This design comes from an exercise in tuning for small area and a short achievable clock period on the open sky130 flow, not from production work. In this exercise RTL edits were held to simulation tests only and were not proved equivalent to the original. No activity file was given, so power comes from the tool's default toggle rates.

--- flow/flow/run.sh ---
#!/bin/bash
# Layout flow: the standard synthesis (bash standard.sh synth); then the combinational
# logic between its registers is mapped again by ABC without the full/half-adder cells,
# once per script flow/abc_*.abc (deepsyn with different seeds); the registers, their
# names and cell types are kept. The mapping with the smallest area x arrival time
# (OpenSTA on the netlist, no wires) is laid out by the standard flow from floorplan
# on, with buf_4 port buffers on the inputs and buf_1 on the outputs
# (flow/buffer_ports.tcl). Each tool's output goes to a log_* file in the work folder.
set -euo pipefail
W=$(pwd)
R=$W/orfs/results/$FLOW_PLATFORM/Calculator/base
LIB=$FLOW_HOME/platforms/$FLOW_PLATFORM/lib/sky130_fd_sc_hd__tt_025C_1v80.lib

bash standard.sh synth > $W/log_synth_std.txt 2>&1
cp $R/1_2_yosys.v $W/std_synth.v
mkdir -p $W/resynth

DU="-dont_use *clkbuf* -dont_use *probe* -dont_use *lpflow* -dont_use *dlygate* -dont_use *clkdly* -dont_use *buf_16* -dont_use *fa_* -dont_use *ha_*"
for S in $W/flow/abc_*.abc; do
  T=$(basename $S .abc)
  cat > $W/resynth/$T.ys <<Y
read_liberty -ignore_miss_func $LIB
read_verilog $W/std_synth.v
hierarchy -top $FLOW_TOP
setattr -mod -set keep_hierarchy 1 sky130_fd_sc_hd__dfxtp_1
flatten
select $FLOW_TOP
opt -purge
abc -liberty $LIB $DU -script $S
opt_clean -purge
hilomap -singleton -hicell sky130_fd_sc_hd__conb_1 HI -locell sky130_fd_sc_hd__conb_1 LO
splitnets
opt_clean -purge
tee -o $W/resynth/$T.stat stat -liberty $LIB
write_verilog -noattr -selected $W/resynth/$T.v
Y
  cat > $W/resynth/$T.sta.tcl <<S
read_lef $FLOW_HOME/platforms/$FLOW_PLATFORM/lef/sky130_fd_sc_hd.tlef
read_lef $FLOW_HOME/platforms/$FLOW_PLATFORM/lef/sky130_fd_sc_hd_merged.lef
read_liberty $LIB
read_verilog $W/resynth/$T.v
link_design $FLOW_TOP
read_sdc $FLOW_SDC
puts "ARRIVAL [expr {$FLOW_PERIOD_NS - [sta::worst_slack_cmd max] * 1e9}]"
S
done
ls $W/resynth/*.ys | xargs -P ${NUM_CORES:-4} -I{} sh -c 'yosys -s {} > {}.log 2>&1'
best=""; bestv=""
for S in $W/flow/abc_*.abc; do
  T=$(basename $S .abc)
  [[ -f $W/resynth/$T.v ]] || continue
  openroad -no_init -exit $W/resynth/$T.sta.tcl > $W/resynth/$T.sta.log 2>&1 || continue
  A=$(awk '/Chip area/{print $NF}' $W/resynth/$T.stat)
  D=$(awk '/^ARRIVAL/{print $2}' $W/resynth/$T.sta.log)
  [[ -n "$A" && -n "$D" ]] || continue
  V=$(python3 -c "print($A * $D)")
  echo "$T area $A arrival $D product $V" >> $W/log_resynth_pick.txt
  if [[ -z "$bestv" ]] || python3 -c "import sys; sys.exit(0 if $V < $bestv else 1)"; then best=$T; bestv=$V; fi
done
echo "picked $best" >> $W/log_resynth_pick.txt
cp $W/resynth/$best.v $R/1_2_yosys.v
rm -f $R/1_synth.odb $R/1_synth.sdc
bash standard.sh synth > $W/log_synth_odb.txt 2>&1
bash standard.sh DONT_BUFFER_PORTS=1 PRE_GLOBAL_PLACE_TCL=$W/flow/buffer_ports.tcl finish > $W/log_finish.txt 2>&1
--- flow/flow/abc_t0.abc ---
strash
&get -n
&deepsyn -I 1 -J 50 -S 0
&put
strash
dc2
dch -f
map -B 0.9
strash
dc2
dch -f
map -B 0.9
strash
dch -f
map -B 0.9
topo
stime -c
--- flow/flow/abc_t1.abc ---
strash
&get -n
&deepsyn -I 1 -J 50 -S 1
&put
strash
dc2
dch -f
map -B 0.9
strash
dc2
dch -f
map -B 0.9
strash
dch -f
map -B 0.9
topo
stime -c
--- flow/flow/abc_t2.abc ---
strash
&get -n
&deepsyn -I 1 -J 50 -S 2
&put
strash
dc2
dch -f
map -B 0.9
strash
dc2
dch -f
map -B 0.9
strash
dch -f
map -B 0.9
topo
stime -c
--- flow/flow/abc_t3.abc ---
strash
&get -n
&deepsyn -I 1 -J 50 -S 3
&put
strash
dc2
dch -f
map -B 0.9
strash
dc2
dch -f
map -B 0.9
strash
dch -f
map -B 0.9
topo
stime -c
--- flow/flow/abc_t4.abc ---
strash
&get -n
&deepsyn -I 1 -J 50 -S 4
&put
strash
dc2
dch -f
map -B 0.9
strash
dc2
dch -f
map -B 0.9
strash
dch -f
map -B 0.9
topo
stime -c
--- flow/flow/abc_t5.abc ---
strash
&get -n
&deepsyn -I 1 -J 50 -S 5
&put
strash
dc2
dch -f
map -B 0.9
strash
dc2
dch -f
map -B 0.9
strash
dch -f
map -B 0.9
topo
stime -c
--- flow/flow/abc_t6.abc ---
strash
&get -n
&deepsyn -I 1 -J 50 -S 6
&put
strash
dc2
dch -f
map -B 0.9
strash
dc2
dch -f
map -B 0.9
strash
dch -f
map -B 0.9
topo
stime -c
--- flow/flow/abc_t7.abc ---
strash
&get -n
&deepsyn -I 1 -J 50 -S 7
&put
strash
dc2
dch -f
map -B 0.9
strash
dc2
dch -f
map -B 0.9
strash
dch -f
map -B 0.9
topo
stime -c
--- flow/flow/buffer_ports.tcl ---
# Port buffers, in place of the standard flow's single buffer_ports call (run with
# DONT_BUFFER_PORTS=1 and GPL_TIMING_DRIVEN=0, so this hook does the buffer removal
# that timing-driven placement would do first): buf_4 on the inputs (they fan out
# widely), buf_1 on the outputs (each drives one output pin from a register).
# Every port still gets its buffer.
remove_buffers
buffer_ports -inputs -buffer_cell sky130_fd_sc_hd__buf_4
buffer_ports -outputs -buffer_cell sky130_fd_sc_hd__buf_1
--- flow/standard.sh ---
#!/bin/bash
# synth_recipe.tcl (not shown) runs the flow's synth.tcl, then flattens the netlist and writes it again
# the make line also repeats each setting of config.mk as NAME=value (left out here)
make -C /OpenROAD-flow-scripts/flow DESIGN_CONFIG=/design/flow/config.mk WORK_HOME=/design/flow/orfs CLKGATE_MAP_FILE= SYNTH_SCRIPT=/design/flow/synth_recipe.tcl "${@:-finish}"
--- flow/config.mk ---
export PLATFORM = sky130hd
export DESIGN_NAME = Calculator
export DESIGN_NICKNAME = Calculator
export VERILOG_FILES = /design/flow/design.v
export SDC_FILE = /design/flow/constraint.sdc
export NUM_CORES = 4
export LEC_CHECK = 0
export ABC_AREA = 1
export CAP_MARGIN = 20
export CORE_MARGIN = 2
export CORE_UTILIZATION = 40
export CTS_BUF_LIST = sky130_fd_sc_hd__clkbuf_4
export GPL_TIMING_DRIVEN = 0
export SLEW_MARGIN = 20
--- flow/constraint.sdc ---
create_clock -name core_clock -period 40.0 [get_ports {clk}]
set_input_delay 8.0000 -clock core_clock [delete_from_list [all_inputs] [get_ports {clk}]]
set_output_delay 8.0000 -clock core_clock [all_outputs]
set_load 0.01 [all_outputs]
--- flow/design.v ---
module Calculator #(parameter W = 8) (clk, Ain, Bin, s0, s1, ALUout, sel, Reset);
    input clk;
    input [W-1:0] Ain, Bin;
    input [1:0] sel;
    input s0, s1, Reset;
    output [2*W:0] ALUout;
    reg [2*W:0] ALUout;
    wire [7:0] q;
    wire [8:0] b2 = {Bin, 1'b0};
    wire [9:0] b3 = {1'b0, b2} + {2'b00, Bin};
    wire [1:0] t6 = Ain[7:6];
    wire [2:0] d1_6 = {1'b0, t6[1:0]} - {1'b0, Bin[1:0]};
    wire c1_6 = ~d1_6[2] & ~|Bin[7:2];
    wire [2:0] d2_6 = {1'b0, t6[1:0]} - {1'b0, b2[1:0]};
    wire c2_6 = ~d2_6[2] & ~|b2[8:2];
    wire [2:0] d3_6 = {1'b0, t6[1:0]} - {1'b0, b3[1:0]};
    wire c3_6 = ~d3_6[2] & ~|b3[9:2];
    assign q[7] = c2_6;
    assign q[6] = c3_6 | (c1_6 & ~c2_6);
    wire [1:0] r6 = c3_6 ? d3_6[1:0] : c2_6 ? d2_6[1:0] : c1_6 ? d1_6[1:0] : t6[1:0];
    wire [3:0] t4 = {r6, Ain[5:4]};
    wire [4:0] d1_4 = {1'b0, t4[3:0]} - {1'b0, Bin[3:0]};
    wire c1_4 = ~d1_4[4] & ~|Bin[7:4];
    wire [4:0] d2_4 = {1'b0, t4[3:0]} - {1'b0, b2[3:0]};
    wire c2_4 = ~d2_4[4] & ~|b2[8:4];
    wire [4:0] d3_4 = {1'b0, t4[3:0]} - {1'b0, b3[3:0]};
    wire c3_4 = ~d3_4[4] & ~|b3[9:4];
    assign q[5] = c2_4;
    assign q[4] = c3_4 | (c1_4 & ~c2_4);
    wire [3:0] r4 = c3_4 ? d3_4[3:0] : c2_4 ? d2_4[3:0] : c1_4 ? d1_4[3:0] : t4[3:0];
    wire [5:0] t2 = {r4, Ain[3:2]};
    wire [6:0] d1_2 = {1'b0, t2[5:0]} - {1'b0, Bin[5:0]};
    wire c1_2 = ~d1_2[6] & ~|Bin[7:6];
    wire [6:0] d2_2 = {1'b0, t2[5:0]} - {1'b0, b2[5:0]};
    wire c2_2 = ~d2_2[6] & ~|b2[8:6];
    wire [6:0] d3_2 = {1'b0, t2[5:0]} - {1'b0, b3[5:0]};
    wire c3_2 = ~d3_2[6] & ~|b3[9:6];
    assign q[3] = c2_2;
    assign q[2] = c3_2 | (c1_2 & ~c2_2);
    wire [5:0] r2 = c3_2 ? d3_2[5:0] : c2_2 ? d2_2[5:0] : c1_2 ? d1_2[5:0] : t2[5:0];
    wire [7:0] t0 = {r2, Ain[1:0]};
    wire [8:0] d1_0 = {1'b0, t0[7:0]} - {1'b0, Bin[7:0]};
    wire c1_0 = ~d1_0[8];
    wire [8:0] d2_0 = {1'b0, t0[7:0]} - {1'b0, b2[7:0]};
    wire c2_0 = ~d2_0[8] & ~|b2[8:8];
    wire [8:0] d3_0 = {1'b0, t0[7:0]} - {1'b0, b3[7:0]};
    wire c3_0 = ~d3_0[8] & ~|b3[9:8];
    assign q[1] = c2_0;
    assign q[0] = c3_0 | (c1_0 & ~c2_0);
    wire m = s0 ^ s1;
    wire e_add = ~Reset & (sel == 2'b00);
    wire e_mul = ~Reset & (sel == 2'b01);
    wire e_div = ~Reset & (sel == 2'b10);
    wire e_gry = ~Reset & (sel == 2'b11);
    wire [15:0] prod = Ain * Bin;
    wire [9:0] avs = {2'b00, Ain} + ({2'b00, Bin} ^ {10{m}}) + {9'd0, m};
    wire [15:0] v = ({16{e_add}} & {{6{avs[9]}}, avs})
                  | ({16{e_mul}} & prod)
                  | ({16{e_div}} & {8'd0, q})
                  | ({16{e_gry}} & {8'd0, Ain ^ (Ain >> 1)});
    wire n = (e_add & s0) | ((e_mul | e_div) & m);
    wire [15:0] r0 = (v ^ {16{n}}) + {15'd0, n};
    wire [15:0] r = r0;
    wire f = ((e_add | e_div) & r[15]) | (e_add & s0 & s1) | (e_mul & m);
    always @(posedge clk)
        ALUout <= {f, r};
endmodule
==> reports/results.ini, run 1 <==
[drt]
remaining_drc_errors = 0
vias = 5669
viasPerCell = 5.399
first_pass_iters = 5
drt-total-wl_um = 14920
drt_iter0_drc = 518
ant_nets = 0
post_drt_wl_per_cell_um = 14.21

[layout]
drive_above_1_share_pct = 6.044
top_regs = ALUout x17
regMostFlops = ALUout
nets = 933
largest_register_ffs = 17
areaGrowthSynthToFinish_pct = 10.14
design_area_mm2 = 0.004810
num-fill-cells = 1260
n_antenna_cell = 0
multi_input_area_mm2 = 0.003632
ff_latch_area_um2 = 340.3

[sta]
tns_ns = 0
finalMaxSlewViolations = 0
maxSlewHeadroom_pct = 46.13
worst_pin_slew_ns = 0.8037
period_share_pct = 34.10
rsz0062_at_grt = false
fmax_ghz = 0.07331
hold_viol = 0
setup_viol = 0
period_minus_slack_ns = 13.64

[cts]
cts_tree = built
cts_buffer_depth = 2
ctsHoldBuffers = 0
ctsRootBufferMaster = clkbuf_4
clk_pin_slew_ns = 0.08
ctsHtreeMaxLevel = 1
clock_sinks = 17
cts_buffers = 3
cts-resized-gates = 0
postCtsSetupRepairBufs = 0

[critical_path]
cp_max_fo = 16
cp.arrival_ns = 13.82
crit_type = input pin to flop
cp.required_ns = 40.18
crit_start = Bin[4]
crit_top_cell = nand2_1
crit_slowest_cell = o21ai_0
crit_path_end_kind = flop
slowest_delay_ns = 0.54
startpoint_type = input pin

[hold_path]
min_from = Reset
hold_path_end = ALUout[16]
worstHoldPathCells = 4
hold_class = input pin to flop

[placed_design]
hpwl_um = 11620
port_buffers = 38
globalplace.congestion = 0.9338
dpl-instance-area_mm2 = 0.004780

[floorplan]
dieArea_mm2 = 0.01177
core_mm2 = 0.01075
start_util_pct = 40.64
die_w_um = 108.5
die_h_um = 108.5
rows = 38
pin_count = 39

[synthesis]
synth_area_mm2 = 0.004367
netlist_instances = 867
synth_fp_nets = 889
synth.avg_cell_area_um2 = 5.037
ys_warn_count = 1

[pwr]
p_leak_nw = 2.245
irDropWorstVdd_v = 0.00001804
power_density_mw_per_mm2 = 26.07

[global_routing]
antenna_found_initial = 0
grt_max_degree = 26
grt_pass1_vias = 4870
grt_usage_pct = 25.58
grt_overflow = 0
grt_pass1_wl_um = 24010

[run_status]
status = timing/DRC/antenna clean

[flow_run]
cap_violations = 0

==> final cells by class <==
cell class / instances / area share (%)
Multi-Input combinational cell: 742 / 75.52
Inverter: 108 / 8.429
Sequential cell: 17 / 7.076
Timing Repair Buffer: 39 / 4.709
Tap cell: 140 / 3.642
Clock buffer: 4 / 0.6243
==> stage by stage <==
step                      total power, W  instances  worst slack (ns)  hold slack [ns]  utilization (%)
after global routing           0.0001402       1050             25.73            8.044            44.76
after detailed placement       0.0001156       1046             26.23            8.331            44.48
after CTS                      0.0001252       1050             26.54            8.019            44.76
after global placement         0.0001145       1045             26.22            8.343            44.33
final                          0.0001254       1050             26.36            8.035            44.76
after floorplan               0.00009256        867             28.05            8.168                -
==> metal layers <==
| metal | global-route usage [%] | wire length [um] | vias up |
|---|---|---|---|
| met1 | 36.15 | 7051 | 2498 |
| met3 | 2.230 | 1043 | 20 |
| met2 | 42.23 | 6624 | 188 |
| li1 | - | - | 2963 |
| met5 | 0 | 0 | - |
| met4 | 5.220 | 199 | 0 |
==> cell usage in the layout, fill, tap and decap left out, types with 3 or more instances in the layout <==
| cell | instances |
|---|---|
| nand2_1 | 328 |
| clkinv_1 | 108 |
| nand3_1 | 80 |
| o21ai_0 | 77 |
| nor2_1 | 69 |
| xor2_1 | 43 |
| a21oi_1 | 39 |
| buf_4 | 21 |
| dfxtp_1 | 17 |
| buf_1 | 17 |
| xnor2_1 | 16 |
| or2_2 | 16 |
| nand4_1 | 14 |
| o22ai_1 | 14 |
| a21o_2 | 7 |
| a31oi_1 | 5 |
| o211ai_1 | 4 |
| a22o_2 | 4 |
| clkbuf_4 | 4 |
| a21boi_0 | 3 |
| a211oi_1 | 3 |
| o31ai_1 | 3 |
==> report_power, final <==
group	switching (W)	internal (W)
Combinational	0.0000615	0.0000331
Sequential	0.000000835	0.0000208
Clock	0.00000464	0.00000455
==> critical path: cells and delay by family <==
family / cells / cell delay (ns)
compound gates: 3 / 0.91
buf+inv: 4 / 0.92
simple gates: 35 / 4.00
==> how the worst max path moves through the flow <==
stage	to	slack (ns)
global placement	ALUout[16]	26.22
finish	ALUout[16]	26.36
CTS	ALUout[16]	26.54
floorplan	ALUout[16]	28.05
global route	ALUout[16]	25.73
detailed placement	ALUout[16]	26.23
==> run 2: changes to the inputs <==
==> flow/flow/abc_s0.abc (new file) <==
strash
&get -n
&deepsyn -I 1 -J 50 -S 0
&put
strash
dc2
dch -f
map -B 0.9
strash
dc2
dch -f
map -B 0.9
strash
dch -f
map -B 0.9
topo
stime -c
buffer -c
upsize -c
dnsize -c
==> flow/flow/abc_s1.abc (new file) <==
strash
&get -n
&deepsyn -I 1 -J 50 -S 1
&put
strash
dc2
dch -f
map -B 0.9
strash
dc2
dch -f
map -B 0.9
strash
dch -f
map -B 0.9
topo
stime -c
buffer -c
upsize -c
dnsize -c
==> flow/flow/abc_s2.abc (new file) <==
strash
&get -n
&deepsyn -I 1 -J 50 -S 2
&put
strash
dc2
dch -f
map -B 0.9
strash
dc2
dch -f
map -B 0.9
strash
dch -f
map -B 0.9
topo
stime -c
buffer -c
upsize -c
dnsize -c
==> flow/flow/abc_s3.abc (new file) <==
strash
&get -n
&deepsyn -I 1 -J 50 -S 3
&put
strash
dc2
dch -f
map -B 0.9
strash
dc2
dch -f
map -B 0.9
strash
dch -f
map -B 0.9
topo
stime -c
buffer -c
upsize -c
dnsize -c
==> flow/flow/abc_s4.abc (new file) <==
strash
&get -n
&deepsyn -I 1 -J 50 -S 4
&put
strash
dc2
dch -f
map -B 0.9
strash
dc2
dch -f
map -B 0.9
strash
dch -f
map -B 0.9
topo
stime -c
buffer -c
upsize -c
dnsize -c
==> flow/flow/abc_s5.abc (new file) <==
strash
&get -n
&deepsyn -I 1 -J 50 -S 5
&put
strash
dc2
dch -f
map -B 0.9
strash
dc2
dch -f
map -B 0.9
strash
dch -f
map -B 0.9
topo
stime -c
buffer -c
upsize -c
dnsize -c
==> flow/flow/abc_s6.abc (new file) <==
strash
&get -n
&deepsyn -I 1 -J 50 -S 6
&put
strash
dc2
dch -f
map -B 0.9
strash
dc2
dch -f
map -B 0.9
strash
dch -f
map -B 0.9
topo
stime -c
buffer -c
upsize -c
dnsize -c
==> flow/flow/abc_s7.abc (new file) <==
strash
&get -n
&deepsyn -I 1 -J 50 -S 7
&put
strash
dc2
dch -f
map -B 0.9
strash
dc2
dch -f
map -B 0.9
strash
dch -f
map -B 0.9
topo
stime -c
buffer -c
upsize -c
dnsize -c
removed: flow/flow/abc_t0.abc
removed: flow/flow/abc_t1.abc
removed: flow/flow/abc_t2.abc
removed: flow/flow/abc_t3.abc
removed: flow/flow/abc_t4.abc
removed: flow/flow/abc_t5.abc
removed: flow/flow/abc_t6.abc
removed: flow/flow/abc_t7.abc
==> run 2 against run 1 <==
  * Hold slack better by 0.069 ns
  * Routed wire length down 0.74%
  * Critical endpoint is now ALUout[13]
  * Maximum frequency up 12%
  * Combinational power up 9%
  * First-iteration DRC count down 11%
  * Non-clock buffer count unchanged
  * Via count about the same
  * Still clean
  * Final cell count up 0.86%
==> reports/results.ini, run 2 <==
[run_status]
status = timing/DRC/antenna clean

[drt]
drt_iter0_drc = 463
vias = 5672
drt-total-wl_um = 14810
ant_nets = 0
post_drt_wl_per_cell_um = 13.98
remaining_drc_errors = 0
viasPerCell = 5.356
first_pass_iters = 5

[cts]
cts_buffers = 3
cts_tree = built
clock_sinks = 17
ctsRootBufferMaster = clkbuf_4
clk_pin_slew_ns = 0.09
cts-resized-gates = 0
ctsHtreeMaxLevel = 1
ctsHoldBuffers = 0
cts_buffer_depth = 2
postCtsSetupRepairBufs = 0

[synthesis]
synth.avg_cell_area_um2 = 5.299
ys_warn_count = 1
netlist_instances = 880
synth_fp_nets = 902
synth_area_mm2 = 0.004663

[critical_path]
cp.arrival_ns = 12.33
crit_type = input pin to flop
crit_slowest_cell = inv_1
cp.required_ns = 40.18
crit_top_cell = nand2_1
cp_max_fo = 23
startpoint_type = input pin
slowest_delay_ns = 0.36
critPathTopFamily = simple AND/OR/NAND/NOR gates
crit_path_end_kind = flop
worst-path-buf-inv = 3

[sta]
rsz0062_at_grt = false
period_share_pct = 30.36
finalMaxSlewViolations = 0
fmax_ghz = 0.08235
setup_viol = 0
period_minus_slack_ns = 12.14
maxSlewHeadroom_pct = 30.78
hold_viol = 0
tns_ns = 0
worst_pin_slew_ns = 1.029

[floorplan]
start_util_pct = 40.84
core_mm2 = 0.01142
die_h_um = 112.0
rows = 39
die_w_um = 112.0
dieArea_mm2 = 0.01254
pin_count = 39

[global_routing]
grt_pass1_wl_um = 24120
grt_max_degree = 26
grt_overflow = 0
gr-usage-met2_pct = 38.83
grt_pass1_vias = 4880
met3_usage_pct = 0.7077
top_usage_layer = met2
antenna_found_initial = 0
use_met1_pct = 33.53
grt_usage_pct = 23.22

[placed_design]
port_buffers = 38
globalplace.congestion = 0.9338
hpwl_um = 11650

[layout]
drive_above_1_share_pct = 10.37
nets = 939
areaGrowthSynthToFinish_pct = 8.801
regMostFlops = ALUout
final_cell_mix = nand2_1 (303), inv_1 (93), nand3_1 (81)
n_antenna_cell = 0
final_common_cell = nand2_1
largest_register_ffs = 17
top_regs = ALUout x17

[pwr]
irDropWorstVdd_v = 0.00002551
power_density_mw_per_mm2 = 26.32
p_leak_nw = 2.651
p_total_w = 0.0001335

[flow_run]
cap_violations = 0

[hold_path]
hold_class = input pin to flop

[run 2: routing by layer]
metal	up-vias	wire length (um)
met4	0	214
met5	-	0
met2	189	6613
met1	2490	7024
li1	2977	-
met3	16	958
[run 2: cell type report]
type | count | area, um^2
clock buffers | 3 | 22.52
clock inverters | 1 | 5.005
fillers | 1315 | 6345
inverters | 111 | 434.2
multi-input cells | 745 | 3860
flip-flops and latches | 17 | 340.3
well taps | 143 | 178.9
repair buffers | 39 | 232.7
[run 2: where the power goes]
part / total (W) / internal (W) / leakage, nW / switching, W
clock network: 0.00000862 / 0.00000371 / 0.0177 / 0.00000491
registers: 0.0000222 / 0.0000213 / 0.142 / 0.000000843
logic: 0.000103 / 0.0000361 / 2.49 / 0.0000667
[run 2: path summary, 6_finish.rpt]
check               from         end  slack, ns  cells past startpoint
hold / removal    sel[0]  ALUout[16]       8.10                      3
setup / recovery  Bin[0]  ALUout[13]      27.86                     38
[run 2: metrics by stage]
step	worst slack (ns)	instances	utilization, %	hold slack [ns]	area, um^2
2_1_floorplan	28.71	880	-	8.162	4663
3_5_place_dp	27.58	1055	44.19	8.383	5046
3_3_place_gp	27.58	1054	44.05	8.385	5030
4_1_cts	27.91	1059	44.43	8.096	5074
5_1_grt	27.33	1059	44.43	8.112	5074
6_report	27.86	1059	44.43	8.104	5074
==> run 3: changes to the inputs <==
==> flow/flow/abc_s00.abc (new file) <==
strash
&get -n
&deepsyn -I 1 -J 50 -S 0
&put
strash
dc2
dch -f
map -B 0.9
strash
dc2
dch -f
map -B 0.9
strash
dch -f
map -B 0.9
topo
stime -c
buffer -c
upsize -c
dnsize -c
==> flow/flow/abc_s01.abc (new file) <==
strash
&get -n
&deepsyn -I 1 -J 50 -S 1
&put
strash
dc2
dch -f
map -B 0.9
strash
dc2
dch -f
map -B 0.9
strash
dch -f
map -B 0.9
topo
stime -c
buffer -c
upsize -c
dnsize -c
==> flow/flow/abc_s02.abc (new file) <==
strash
&get -n
&deepsyn -I 1 -J 50 -S 2
&put
strash
dc2
dch -f
map -B 0.9
strash
dc2
dch -f
map -B 0.9
strash
dch -f
map -B 0.9
topo
stime -c
buffer -c
upsize -c
dnsize -c
==> flow/flow/abc_s03.abc (new file) <==
strash
&get -n
&deepsyn -I 1 -J 50 -S 3
&put
strash
dc2
dch -f
map -B 0.9
strash
dc2
dch -f
map -B 0.9
strash
dch -f
map -B 0.9
topo
stime -c
buffer -c
upsize -c
dnsize -c
==> flow/flow/abc_s04.abc (new file) <==
strash
&get -n
&deepsyn -I 1 -J 50 -S 4
&put
strash
dc2
dch -f
map -B 0.9
strash
dc2
dch -f
map -B 0.9
strash
dch -f
map -B 0.9
topo
stime -c
buffer -c
upsize -c
dnsize -c
==> flow/flow/abc_s05.abc (new file) <==
strash
&get -n
&deepsyn -I 1 -J 50 -S 5
&put
strash
dc2
dch -f
map -B 0.9
strash
dc2
dch -f
map -B 0.9
strash
dch -f
map -B 0.9
topo
stime -c
buffer -c
upsize -c
dnsize -c
==> flow/flow/abc_s06.abc (new file) <==
strash
&get -n
&deepsyn -I 1 -J 50 -S 6
&put
strash
dc2
dch -f
map -B 0.9
strash
dc2
dch -f
map -B 0.9
strash
dch -f
map -B 0.9
topo
stime -c
buffer -c
upsize -c
dnsize -c
==> flow/flow/abc_s07.abc (new file) <==
strash
&get -n
&deepsyn -I 1 -J 50 -S 7
&put
strash
dc2
dch -f
map -B 0.9
strash
dc2
dch -f
map -B 0.9
strash
dch -f
map -B 0.9
topo
stime -c
buffer -c
upsize -c
dnsize -c
==> flow/flow/abc_s08.abc (new file) <==
strash
&get -n
&deepsyn -I 1 -J 50 -S 8
&put
strash
dc2
dch -f
map -B 0.9
strash
dc2
dch -f
map -B 0.9
strash
dch -f
map -B 0.9
topo
stime -c
buffer -c
upsize -c
dnsize -c
==> flow/flow/abc_s09.abc (new file) <==
strash
&get -n
&deepsyn -I 1 -J 50 -S 9
&put
strash
dc2
dch -f
map -B 0.9
strash
dc2
dch -f
map -B 0.9
strash
dch -f
map -B 0.9
topo
stime -c
buffer -c
upsize -c
dnsize -c
==> flow/flow/abc_s10.abc (new file) <==
strash
&get -n
&deepsyn -I 1 -J 50 -S 10
&put
strash
dc2
dch -f
map -B 0.9
strash
dc2
dch -f
map -B 0.9
strash
dch -f
map -B 0.9
topo
stime -c
buffer -c
upsize -c
dnsize -c
==> flow/flow/abc_s11.abc (new file) <==
strash
&get -n
&deepsyn -I 1 -J 50 -S 11
&put
strash
dc2
dch -f
map -B 0.9
strash
dc2
dch -f
map -B 0.9
strash
dch -f
map -B 0.9
topo
stime -c
buffer -c
upsize -c
dnsize -c
==> flow/flow/abc_s12.abc (new file) <==
strash
&get -n
&deepsyn -I 1 -J 50 -S 12
&put
strash
dc2
dch -f
map -B 0.9
strash
dc2
dch -f
map -B 0.9
strash
dch -f
map -B 0.9
topo
stime -c
buffer -c
upsize -c
dnsize -c
==> flow/flow/abc_s13.abc (new file) <==
strash
&get -n
&deepsyn -I 1 -J 50 -S 13
&put
strash
dc2
dch -f
map -B 0.9
strash
dc2
dch -f
map -B 0.9
strash
dch -f
map -B 0.9
topo
stime -c
buffer -c
upsize -c
dnsize -c
==> flow/flow/abc_s14.abc (new file) <==
strash
&get -n
&deepsyn -I 1 -J 50 -S 14
&put
strash
dc2
dch -f
map -B 0.9
strash
dc2
dch -f
map -B 0.9
strash
dch -f
map -B 0.9
topo
stime -c
buffer -c
upsize -c
dnsize -c
==> flow/flow/abc_s15.abc (new file) <==
strash
&get -n
&deepsyn -I 1 -J 50 -S 15
&put
strash
dc2
dch -f
map -B 0.9
strash
dc2
dch -f
map -B 0.9
strash
dch -f
map -B 0.9
topo
stime -c
buffer -c
upsize -c
dnsize -c
removed: flow/flow/abc_s0.abc
removed: flow/flow/abc_s1.abc
removed: flow/flow/abc_s2.abc
removed: flow/flow/abc_s3.abc
removed: flow/flow/abc_s4.abc
removed: flow/flow/abc_s5.abc
removed: flow/flow/abc_s6.abc
removed: flow/flow/abc_s7.abc
==> run 3 against run 2 <==
  * Sequential power shrank 3%
  * Count of clock-buffer cells in the layout stayed put
  * Sequential share of layout area rose by 0.080 points
  * First-iteration DRC count fell by 2.2%
  * Die area is 1.5% lower
  * Core utilization down 0.15 points
  * Final cell count fell by 2.1%
  * Via count down 1.8%
  * Maximum frequency shrank 2.5%
  * Cell area shrank 1.2%
==> reports/results.ini, run 3 <==
[run_status]
status = timing/DRC/antenna clean

[layout]
top_regs = ALUout x17
areaGrowthSynthToFinish_pct = 9.183
design_area_mm2 = 0.005014
drive_above_1_share_pct = 12.08
n_antenna_cell = 0
final_common_cell = nand2_1
nets = 917
regMostFlops = ALUout
largest_register_ffs = 17
final_cell_mix = nand2_1 (279), inv_1 (88), nor2_1 (71)

[cts]
ctsRootBufferMaster = clkbuf_4
postCtsSetupRepairBufs = 0
ctsHoldBuffers = 0
ctsHtreeMaxLevel = 1
cts_buffers = 3
clock_sinks = 17
clk_pin_slew_ns = 0.11
cts-resized-gates = 0
cts_buffer_depth = 2
cts_tree = built

[critical_path]
crit_slowest_cell = inv_2
crit_path_end_kind = flop
cp.required_ns = 40.20
worst-path-buf-inv = 4
cp_max_fo = 19
crit_type = input pin to flop
critPathTopFamily = simple AND/OR/NAND/NOR gates
cp.arrival_ns = 12.65
crit_top_cell = nand2_1
startpoint_type = input pin
crit_start = Bin[2]
slowest_delay_ns = 0.30

[sta]
worst_pin_slew_ns = 1.012
hold_viol = 0
maxSlewHeadroom_pct = 32.00
rsz0062_at_grt = false
period_minus_slack_ns = 12.45
finalMaxSlewViolations = 0
fmax_ghz = 0.08033
setup_viol = 0
period_share_pct = 31.12
tns_ns = 0

[floorplan]
dieArea_mm2 = 0.01235
pin_count = 39
core_mm2 = 0.01132
start_util_pct = 40.56
die_w_um = 111.1
rows = 39
die_h_um = 111.1

[global_routing]
antenna_found_initial = 0
grt_pass1_wl_um = 24900
grt_max_degree = 23
grt_overflow = 0
grt_pass1_vias = 5092
grt_usage_pct = 24.07

[drt]
first_pass_iters = 5
post_drt_wl_per_cell_um = 14.18
drt_iter0_drc = 453
drt-total-wl_um = 14710
vias = 5571
remaining_drc_errors = 0
ant_nets = 0
viasPerCell = 5.372

[synthesis]
synth_fp_nets = 877
netlist_instances = 855
synth.avg_cell_area_um2 = 5.371
synth_area_mm2 = 0.004592
ys_warn_count = 1

[pwr]
irDropWorstVdd_v = 0.00002466
power_density_mw_per_mm2 = 27.04
p_leak_nw = 2.635

[hold_path]
worstHoldPathCells = 4
hold_class = input pin to flop
hold_path_end = ALUout[16]
min_from = s0

[placed_design]
dpl-instance-area_mm2 = 0.004986
hpwl_um = 11660
port_buffers = 38
globalplace.congestion = 0.8936

[flow_run]
cap_violations = 0

## run 3: through the flow
stage	setup slack (ns)	hold WS (ns)	std cells	total power, W	utilization, %
6_report	27.55	8.049	1037	0.0001355	44.29
5_1_grt	26.99	8.062	1037	0.0001526	44.29
4_1_cts	27.63	8.041	1037	0.0001359	44.29
3_5_place_dp	27.32	8.365	1033	0.0001259	44.04
3_3_place_gp	27.32	8.366	1032	0.0001249	43.93
2_1_floorplan	28.54	8.203	855	0.0001017	-
## run 3: worst max path at each step
| stage | end | cells past startpoint | slack, ns |
|---|---|---|---|
| 2_1_floorplan | ALUout[6] | 43 | 28.54 |
| 3_3_place_gp | ALUout[6] | 39 | 27.32 |
| 3_5_place_dp | ALUout[6] | 39 | 27.32 |
| 4_1_cts | ALUout[6] | 39 | 27.63 |
| 5_1_grt | ALUout[13] | 45 | 26.99 |
| 6_report | ALUout[6] | 39 | 27.55 |
## run 3: layout make-up
cell class                      count  area [um^2]
Fill cell                        1297         6307
Multi-Input combinational cell    723         3799
Inverter                          111        439.2
Sequential cell                    17        340.3
Timing Repair Buffer               39        229.0
Tap cell                          143        178.9
Clock buffer                        3        22.52
Clock inverter                      1        5.005
## run 3: power breakdown
group	switching [W]	leakage (nW)	internal, W	total, W
sequential	0.000000811	0.141	0.0000208	0.0000216
combinational	0.0000676	2.48	0.0000369	0.000104
clock	0.00000580	0.0177	0.00000372	0.00000953
## run 3: layer usage
| layer | routed length (um) | GRT usage [%] |
|---|---|---|
| met1 | 6608 | 32.71 |
| met2 | 6893 | 41.02 |
| met3 | 897 | 2.460 |
| met4 | 310 | 5.844 |
| met5 | 0 | 0 |
==> run 4: changes to the inputs <==
--- a/flow/design.v
+++ b/flow/design.v
@@ -52,10 +52,161 @@
     wire e_mul = ~Reset & (sel == 2'b01);
     wire e_div = ~Reset & (sel == 2'b10);
     wire e_gry = ~Reset & (sel == 2'b11);
-    wire [15:0] prod = Ain * Bin;
-    wire [9:0] avs = {2'b00, Ain} + ({2'b00, Bin} ^ {10{m}}) + {9'd0, m};
-    wire [15:0] v = ({16{e_add}} & {{6{avs[9]}}, avs})
-                  | ({16{e_mul}} & prod)
+    wire [15:0] prod;
+    wire pp0_0 = Ain[0] & Bin[0];
+    wire pp1_0 = Ain[0] & Bin[1];
+    wire pp1_1 = Ain[1] & Bin[0];
+    wire pp2_0 = Ain[0] & Bin[2];
+    wire pp2_1 = Ain[1] & Bin[1];
+    wire pp2_2 = Ain[2] & Bin[0];
+    wire pp3_0 = Ain[0] & Bin[3];
+    wire pp3_1 = Ain[1] & Bin[2];
+    wire pp3_2 = Ain[2] & Bin[1];
+    wire pp3_3 = Ain[3] & Bin[0];
+    wire pp4_0 = Ain[0] & Bin[4];
+    wire pp4_1 = Ain[1] & Bin[3];
+    wire pp4_2 = Ain[2] & Bin[2];
+    wire pp4_3 = Ain[3] & Bin[1];
+    wire pp4_4 = Ain[4] & Bin[0];
+    wire pp5_0 = Ain[0] & Bin[5];
+    wire pp5_1 = Ain[1] & Bin[4];
+    wire pp5_2 = Ain[2] & Bin[3];
+    wire pp5_3 = Ain[3] & Bin[2];
+    wire pp5_4 = Ain[4] & Bin[1];
+    wire pp5_5 = Ain[5] & Bin[0];
+    wire pp6_0 = Ain[0] & Bin[6];
+    wire pp6_1 = Ain[1] & Bin[5];
+    wire pp6_2 = Ain[2] & Bin[4];
+    wire pp6_3 = Ain[3] & Bin[3];
+    wire pp6_4 = Ain[4] & Bin[2];
+    wire pp6_5 = Ain[5] & Bin[1];
+    wire pp6_6 = Ain[6] & Bin[0];
+    wire pp7_0 = Ain[0] & Bin[7];
+    wire pp7_1 = Ain[1] & Bin[6];
+    wire pp7_2 = Ain[2] & Bin[5];
+    wire pp7_3 = Ain[3] & Bin[4];
+    wire pp7_4 = Ain[4] & Bin[3];
+    wire pp7_5 = Ain[5] & Bin[2];
+    wire pp7_6 = Ain[6] & Bin[1];
+    wire pp7_7 = Ain[7] & Bin[0];
+    wire pp8_0 = Ain[1] & Bin[7];
+    wire pp8_1 = Ain[2] & Bin[6];
+    wire pp8_2 = Ain[3] & Bin[5];
+    wire pp8_3 = Ain[4] & Bin[4];
+    wire pp8_4 = Ain[5] & Bin[3];
+    wire pp8_5 = Ain[6] & Bin[2];
+    wire pp8_6 = Ain[7] & Bin[1];
+    wire pp9_0 = Ain[2] & Bin[7];
+    wire pp9_1 = Ain[3] & Bin[6];
+    wire pp9_2 = Ain[4] & Bin[5];
+    wire pp9_3 = Ain[5] & Bin[4];
+    wire pp9_4 = Ain[6] & Bin[3];
+    wire pp9_5 = Ain[7] & Bin[2];
+    wire pp10_0 = Ain[3] & Bin[7];
+    wire pp10_1 = Ain[4] & Bin[6];
+    wire pp10_2 = Ain[5] & Bin[5];
+    wire pp10_3 = Ain[6] & Bin[4];
+    wire pp10_4 = Ain[7] & Bin[3];
+    wire pp11_0 = Ain[4] & Bin[7];
+    wire pp11_1 = Ain[5] & Bin[6];
+    wire pp11_2 = Ain[6] & Bin[5];
+    wire pp11_3 = Ain[7] & Bin[4];
+    wire pp12_0 = Ain[5] & Bin[7];
+    wire pp12_1 = Ain[6] & Bin[6];
+    wire pp12_2 = Ain[7] & Bin[5];
+    wire pp13_0 = Ain[6] & Bin[7];
+    wire pp13_1 = Ain[7] & Bin[6];
+    wire pp14_0 = Ain[7] & Bin[7];
+    wire m1 = pp6_0 ^ pp6_1;
+    wire m2 = pp6_0 & pp6_1;
+    wire m3 = pp7_0 ^ pp7_1 ^ pp7_2;
+    wire m4 = (pp7_0 & pp7_1) | (pp7_0 & pp7_2) | (pp7_1 & pp7_2);
+    wire m5 = pp7_3 ^ pp7_4;
+    wire m6 = pp7_3 & pp7_4;
+    wire m7 = pp8_0 ^ pp8_1 ^ pp8_2;
+    wire m8 = (pp8_0 & pp8_1) | (pp8_0 & pp8_2) | (pp8_1 & pp8_2);
+    wire m9 = pp8_3 ^ pp8_4;
+    wire m10 = pp8_3 & pp8_4;
+    wire m11 = pp9_0 ^ pp9_1 ^ pp9_2;
+    wire m12 = (pp9_0 & pp9_1) | (pp9_0 & pp9_2) | (pp9_1 & pp9_2);
+    wire m13 = pp4_0 ^ pp4_1;
+    wire m14 = pp4_0 & pp4_1;
+    wire m15 = pp5_0 ^ pp5_1 ^ pp5_2;
+    wire m16 = (pp5_0 & pp5_1) | (pp5_0 & pp5_2) | (pp5_1 & pp5_2);
+    wire m17 = pp5_3 ^ pp5_4;
+    wire m18 = pp5_3 & pp5_4;
+    wire m19 = m1 ^ pp6_2 ^ pp6_3;
+    wire m20 = (m1 & pp6_2) | (m1 & pp6_3) | (pp6_2 & pp6_3);
+    wire m21 = pp6_4 ^ pp6_5 ^ pp6_6;
+    wire m22 = (pp6_4 & pp6_5) | (pp6_4 & pp6_6) | (pp6_5 & pp6_6);
+    wire m23 = m2 ^ m3 ^ m5;
+    wire m24 = (m2 & m3) | (m2 & m5) | (m3 & m5);
+    wire m25 = pp7_5 ^ pp7_6 ^ pp7_7;
+    wire m26 = (pp7_5 & pp7_6) | (pp7_5 & pp7_7) | (pp7_6 & pp7_7);
+    wire m27 = m4 ^ m6 ^ m7;
+    wire m28 = (m4 & m6) | (m4 & m7) | (m6 & m7);
+    wire m29 = m9 ^ pp8_5 ^ pp8_6;
+    wire m30 = (m9 & pp8_5) | (m9 & pp8_6) | (pp8_5 & pp8_6);
+    wire m31 = m8 ^ m10 ^ m11;
+    wire m32 = (m8 & m10) | (m8 & m11) | (m10 & m11);
+    wire m33 = pp9_3 ^ pp9_4 ^ pp9_5;
+    wire m34 = (pp9_3 & pp9_4) | (pp9_3 & pp9_5) | (pp9_4 & pp9_5);
+    wire m35 = m12 ^ pp10_0 ^ pp10_1;
+    wire m36 = (m12 & pp10_0) | (m12 & pp10_1) | (pp10_0 & pp10_1);
+    wire m37 = pp10_2 ^ pp10_3 ^ pp10_4;
+    wire m38 = (pp10_2 & pp10_3) | (pp10_2 & pp10_4) | (pp10_3 & pp10_4);
+    wire m39 = pp11_0 ^ pp11_1 ^ pp11_2;
+    wire m40 = (pp11_0 & pp11_1) | (pp11_0 & pp11_2) | (pp11_1 & pp11_2);
+    wire m41 = pp3_0 ^ pp3_1;
+    wire m42 = pp3_0 & pp3_1;
+    wire m43 = m13 ^ pp4_2 ^ pp4_3;
+    wire m44 = (m13 & pp4_2) | (m13 & pp4_3) | (pp4_2 & pp4_3);
+    wire m45 = m14 ^ m15 ^ m17;
+    wire m46 = (m14 & m15) | (m14 & m17) | (m15 & m17);
+    wire m47 = m16 ^ m18 ^ m19;
+    wire m48 = (m16 & m18) | (m16 & m19) | (m18 & m19);
+    wire m49 = m20 ^ m22 ^ m23;
+    wire m50 = (m20 & m22) | (m20 & m23) | (m22 & m23);
+    wire m51 = m24 ^ m26 ^ m27;
+    wire m52 = (m24 & m26) | (m24 & m27) | (m26 & m27);
+    wire m53 = m28 ^ m30 ^ m31;
+    wire m54 = (m28 & m30) | (m28 & m31) | (m30 & m31);
+    wire m55 = m32 ^ m34 ^ m35;
+    wire m56 = (m32 & m34) | (m32 & m35) | (m34 & m35);
+    wire m57 = m36 ^ m38 ^ m39;
+    wire m58 = (m36 & m38) | (m36 & m39) | (m38 & m39);
+    wire m59 = m40 ^ pp12_0 ^ pp12_1;
+    wire m60 = (m40 & pp12_0) | (m40 & pp12_1) | (pp12_0 & pp12_1);
+    wire m61 = pp2_0 ^ pp2_1;
+    wire m62 = pp2_0 & pp2_1;
+    wire m63 = m41 ^ pp3_2 ^ pp3_3;
+    wire m64 = (m41 & pp3_2) | (m41 & pp3_3) | (pp3_2 & pp3_3);
+    wire m65 = m42 ^ m43 ^ pp4_4;
+    wire m66 = (m42 & m43) | (m42 & pp4_4) | (m43 & pp4_4);
+    wire m67 = m44 ^ m45 ^ pp5_5;
+    wire m68 = (m44 & m45) | (m44 & pp5_5) | (m45 & pp5_5);
+    wire m69 = m46 ^ m47 ^ m21;
+    wire m70 = (m46 & m47) | (m46 & m21) | (m47 & m21);
+    wire m71 = m48 ^ m49 ^ m25;
+    wire m72 = (m48 & m49) | (m48 & m25) | (m49 & m25);
+    wire m73 = m50 ^ m51 ^ m29;
+    wire m74 = (m50 & m51) | (m50 & m29) | (m51 & m29);
+    wire m75 = m52 ^ m53 ^ m33;
+    wire m76 = (m52 & m53) | (m52 & m33) | (m53 & m33);
+    wire m77 = m54 ^ m55 ^ m37;
+    wire m78 = (m54 & m55) | (m54 & m37) | (m55 & m37);
+    wire m79 = m56 ^ m57 ^ pp11_3;
+    wire m80 = (m56 & m57) | (m56 & pp11_3) | (m57 & pp11_3);
+    wire m81 = m58 ^ m59 ^ pp12_2;
+    wire m82 = (m58 & m59) | (m58 & pp12_2) | (m59 & pp12_2);
+    wire m83 = m60 ^ pp13_0 ^ pp13_1;
+    wire m84 = (m60 & pp13_0) | (m60 & pp13_1) | (pp13_0 & pp13_1);
+    wire [15:0] fr0 = {1'b0, m84, m82, m80, m78, m76, m74, m72, m70, m68, m66, m64, m62, m61, pp1_0, pp0_0};
+    wire [15:0] fr1 = {1'b0, pp14_0, m83, m81, m79, m77, m75, m73, m71, m69, m67, m65, m63, pp2_2, pp1_1, 1'b0};
+    wire [15:0] fa0 = e_add ? {8'd0, Ain} : fr0;
+    wire [15:0] fa1 = e_add ? {{8{m}}, Bin ^ {8{m}}} : fr1;
+    assign prod = fa0 + fa1 + {15'd0, e_add & m};
+    wire [15:0] v = ({16{e_add | e_mul}} & prod)
                   | ({16{e_div}} & {8'd0, q})
                   | ({16{e_gry}} & {8'd0, Ain ^ (Ain >> 1)});
     wire n = (e_add & s0) | ((e_mul | e_div) & m);
==> flow/flow/abc_s0.abc (new file) <==
strash
&get -n
&deepsyn -I 1 -J 50 -S 0
&put
strash
dc2
dch -f
map -B 0.9
strash
dc2
dch -f
map -B 0.9
strash
dch -f
map -B 0.9
topo
stime -c
buffer -c
upsize -c
dnsize -c
==> flow/flow/abc_s1.abc (new file) <==
strash
&get -n
&deepsyn -I 1 -J 50 -S 1
&put
strash
dc2
dch -f
map -B 0.9
strash
dc2
dch -f
map -B 0.9
strash
dch -f
map -B 0.9
topo
stime -c
buffer -c
upsize -c
dnsize -c
==> flow/flow/abc_s2.abc (new file) <==
strash
&get -n
&deepsyn -I 1 -J 50 -S 2
&put
strash
dc2
dch -f
map -B 0.9
strash
dc2
dch -f
map -B 0.9
strash
dch -f
map -B 0.9
topo
stime -c
buffer -c
upsize -c
dnsize -c
==> flow/flow/abc_s3.abc (new file) <==
strash
&get -n
&deepsyn -I 1 -J 50 -S 3
&put
strash
dc2
dch -f
map -B 0.9
strash
dc2
dch -f
map -B 0.9
strash
dch -f
map -B 0.9
topo
stime -c
buffer -c
upsize -c
dnsize -c
==> flow/flow/abc_s4.abc (new file) <==
strash
&get -n
&deepsyn -I 1 -J 50 -S 4
&put
strash
dc2
dch -f
map -B 0.9
strash
dc2
dch -f
map -B 0.9
strash
dch -f
map -B 0.9
topo
stime -c
buffer -c
upsize -c
dnsize -c
==> flow/flow/abc_s5.abc (new file) <==
strash
&get -n
&deepsyn -I 1 -J 50 -S 5
&put
strash
dc2
dch -f
map -B 0.9
strash
dc2
dch -f
map -B 0.9
strash
dch -f
map -B 0.9
topo
stime -c
buffer -c
upsize -c
dnsize -c
==> flow/flow/abc_s6.abc (new file) <==
strash
&get -n
&deepsyn -I 1 -J 50 -S 6
&put
strash
dc2
dch -f
map -B 0.9
strash
dc2
dch -f
map -B 0.9
strash
dch -f
map -B 0.9
topo
stime -c
buffer -c
upsize -c
dnsize -c
==> flow/flow/abc_s7.abc (new file) <==
strash
&get -n
&deepsyn -I 1 -J 50 -S 7
&put
strash
dc2
dch -f
map -B 0.9
strash
dc2
dch -f
map -B 0.9
strash
dch -f
map -B 0.9
topo
stime -c
buffer -c
upsize -c
dnsize -c
removed: flow/flow/abc_s00.abc
removed: flow/flow/abc_s01.abc
removed: flow/flow/abc_s02.abc
removed: flow/flow/abc_s03.abc
removed: flow/flow/abc_s04.abc
removed: flow/flow/abc_s05.abc
removed: flow/flow/abc_s06.abc
removed: flow/flow/abc_s07.abc
removed: flow/flow/abc_s08.abc
removed: flow/flow/abc_s09.abc
removed: flow/flow/abc_s10.abc
removed: flow/flow/abc_s11.abc
removed: flow/flow/abc_s12.abc
removed: flow/flow/abc_s13.abc
removed: flow/flow/abc_s14.abc
removed: flow/flow/abc_s15.abc
==> run 4 against run 3 <==
  * Largest power group unchanged
  * Clock power is 3.9% lower
  * Routed wire length is 1.1% lower
  * Still clean
  * Via count is 2.0% lower
==> reports/results.ini, run 4 <==
[cts]
ctsHtreeMaxLevel = 1
postCtsSetupRepairBufs = 0
ctsHoldBuffers = 0
cts-resized-gates = 0
cts_tree = built
cts_buffer_depth = 2
clock_sinks = 17
clk_pin_slew_ns = 0.09
cts_buffers = 3
ctsRootBufferMaster = clkbuf_4

[layout]
design_area_mm2 = 0.005006
largest_register_ffs = 17
ff_latch_area_um2 = 340.3
n_antenna_cell = 0
top_regs = ALUout x17
nets = 931
num-fill-cells = 1312
multi_input_area_mm2 = 0.003786
drive_above_1_share_pct = 12.11
final_common_cell = nand2_1
areaGrowthSynthToFinish_pct = 8.752
regMostFlops = ALUout
final_cell_mix = nand2_1 (302), inv_1 (94), nand3_1 (72)

[placed_design]
globalplace.congestion = 0.9242
dpl-instance-area_mm2 = 0.004976
port_buffers = 38
hpwl_um = 11630

[sta]
period_minus_slack_ns = 12.75
rsz0062_at_grt = false
setup_viol = 0
hold_viol = 0
worst_pin_slew_ns = 0.9875
tns_ns = 0
period_share_pct = 31.88
maxSlewHeadroom_pct = 33.66
finalMaxSlewViolations = 0
fmax_ghz = 0.07842

[floorplan]
start_util_pct = 40.66
rows = 39
core_mm2 = 0.01132
die_w_um = 111.3
pin_count = 39
dieArea_mm2 = 0.01238
die_h_um = 111.3

[synthesis]
synth.avg_cell_area_um2 = 5.279
synth_fp_nets = 894
ys_warn_count = 1
netlist_instances = 872
synth_area_mm2 = 0.004603

[drt]
vias = 5458
first_pass_iters = 5
drt_iter0_drc = 503
ant_nets = 0
viasPerCell = 5.193
remaining_drc_errors = 0
drt-total-wl_um = 14550
post_drt_wl_per_cell_um = 13.84

[global_routing]
antenna_found_initial = 0
grt_pass1_vias = 4909
grt_usage_pct = 23.36
grt_pass1_wl_um = 24140
grt_overflow = 0
grt_max_degree = 24

[critical_path]
cp_max_fo = 14
crit_slowest_cell = inv_2
cp.required_ns = 40.23
critPathTopFamily = simple AND/OR/NAND/NOR gates
worst-path-buf-inv = 3
crit_type = input pin to flop
crit_path_end_kind = flop
cp.arrival_ns = 12.98
slowest_delay_ns = 0.31
startpoint_type = input pin
crit_top_cell = nand2_1

[run_status]
status = timing/DRC/antenna clean

[pwr]
p_leak_nw = 2.717
irDropWorstVdd_v = 0.00002084
power_density_mw_per_mm2 = 24.06

[flow_run]
cap_violations = 0

[hold_path]
hold_class = input pin to flop

[run 4: layout make-up]
type,count,area share (%)
multi-input cells,732,75.63
inverters,117,8.973
flip-flops and latches,17,6.798
repair buffers,38,4.424
well taps,143,3.574
clock buffers,4,0.5999
[run 4: where the power goes]
part           internal [W]   total [W]  leakage, nW  switching [W]
clock network    0.00000455  0.00000916       0.0184     0.00000461
registers         0.0000212   0.0000220        0.141    0.000000802
logic             0.0000309   0.0000894         2.56      0.0000584
total             0.0000566    0.000120         2.72      0.0000638
[run 4: worst paths after layout]
path | from | to | slack [ns] | depth (start not counted)
max | Bin[4] | ALUout[16] | 27.25 | 46
min | sel[0] | ALUout[16] | 8.04 | 3
[run 4: stage by stage]
step | power, W | std cells | setup slack, ns | util [%] | hold WS [ns]
after global placement | 0.0001109 | 1047 | 26.97 | 43.95 | 8.338
final | 0.0001205 | 1051 | 27.25 | 44.22 | 8.043
after detailed placement | 0.0001116 | 1047 | 27.01 | 43.95 | 8.333
after global routing | 0.0001339 | 1051 | 26.73 | 44.22 | 8.052
after CTS | 0.0001212 | 1051 | 27.31 | 44.22 | 8.030
after floorplan | 0.00009017 | 872 | 28.51 | - | 8.145
[run 4: metal layers]
| layer | vias to the layer above | GRT usage [%] | share of wire (%) |
|---|---|---|---|
| met5 | - | 0 | 0 |
| met3 | 25 | 1.531 | 6.7 |
| met2 | 175 | 38.50 | 45 |
| met4 | 0 | 6.420 | 1.9 |
| li1 | 2898 | - | - |
| met1 | 2360 | 32.95 | 47 |

==> what the ideal ports hide <==
Ports are ideal in the flow. The routed layouts listed here were re-timed in OpenROAD.
Step 1, drivers: a clkbuf_16 drives clk and a buf_2 each remaining input, both assumed.
Step 2 also shifts input and output timing later by t, the mid clock arrival at the registers, as if the neighbouring blocks saw the same clock.
a / b / c = ideal / step 1 / step 2; a / b = the first two.
run	shift t [ns]	slack for setup (ns)	worst data-port slew with drivers (ns)
run 1	0.297	26.359 / 26.356 / 26.058	0.04
run 2	0.303	27.857 / 27.853 / 27.549	0.04
run 3	0.318	27.551 / 27.555 / 27.237	0.04
run 4	0.300	27.248 / 27.249 / 26.948	0.03
After both steps setup and hold are still met in every run listed. For run 3, which loses most, drivers alone change the setup slack by +0.004 ns; drivers and shift together by -0.314 ns.
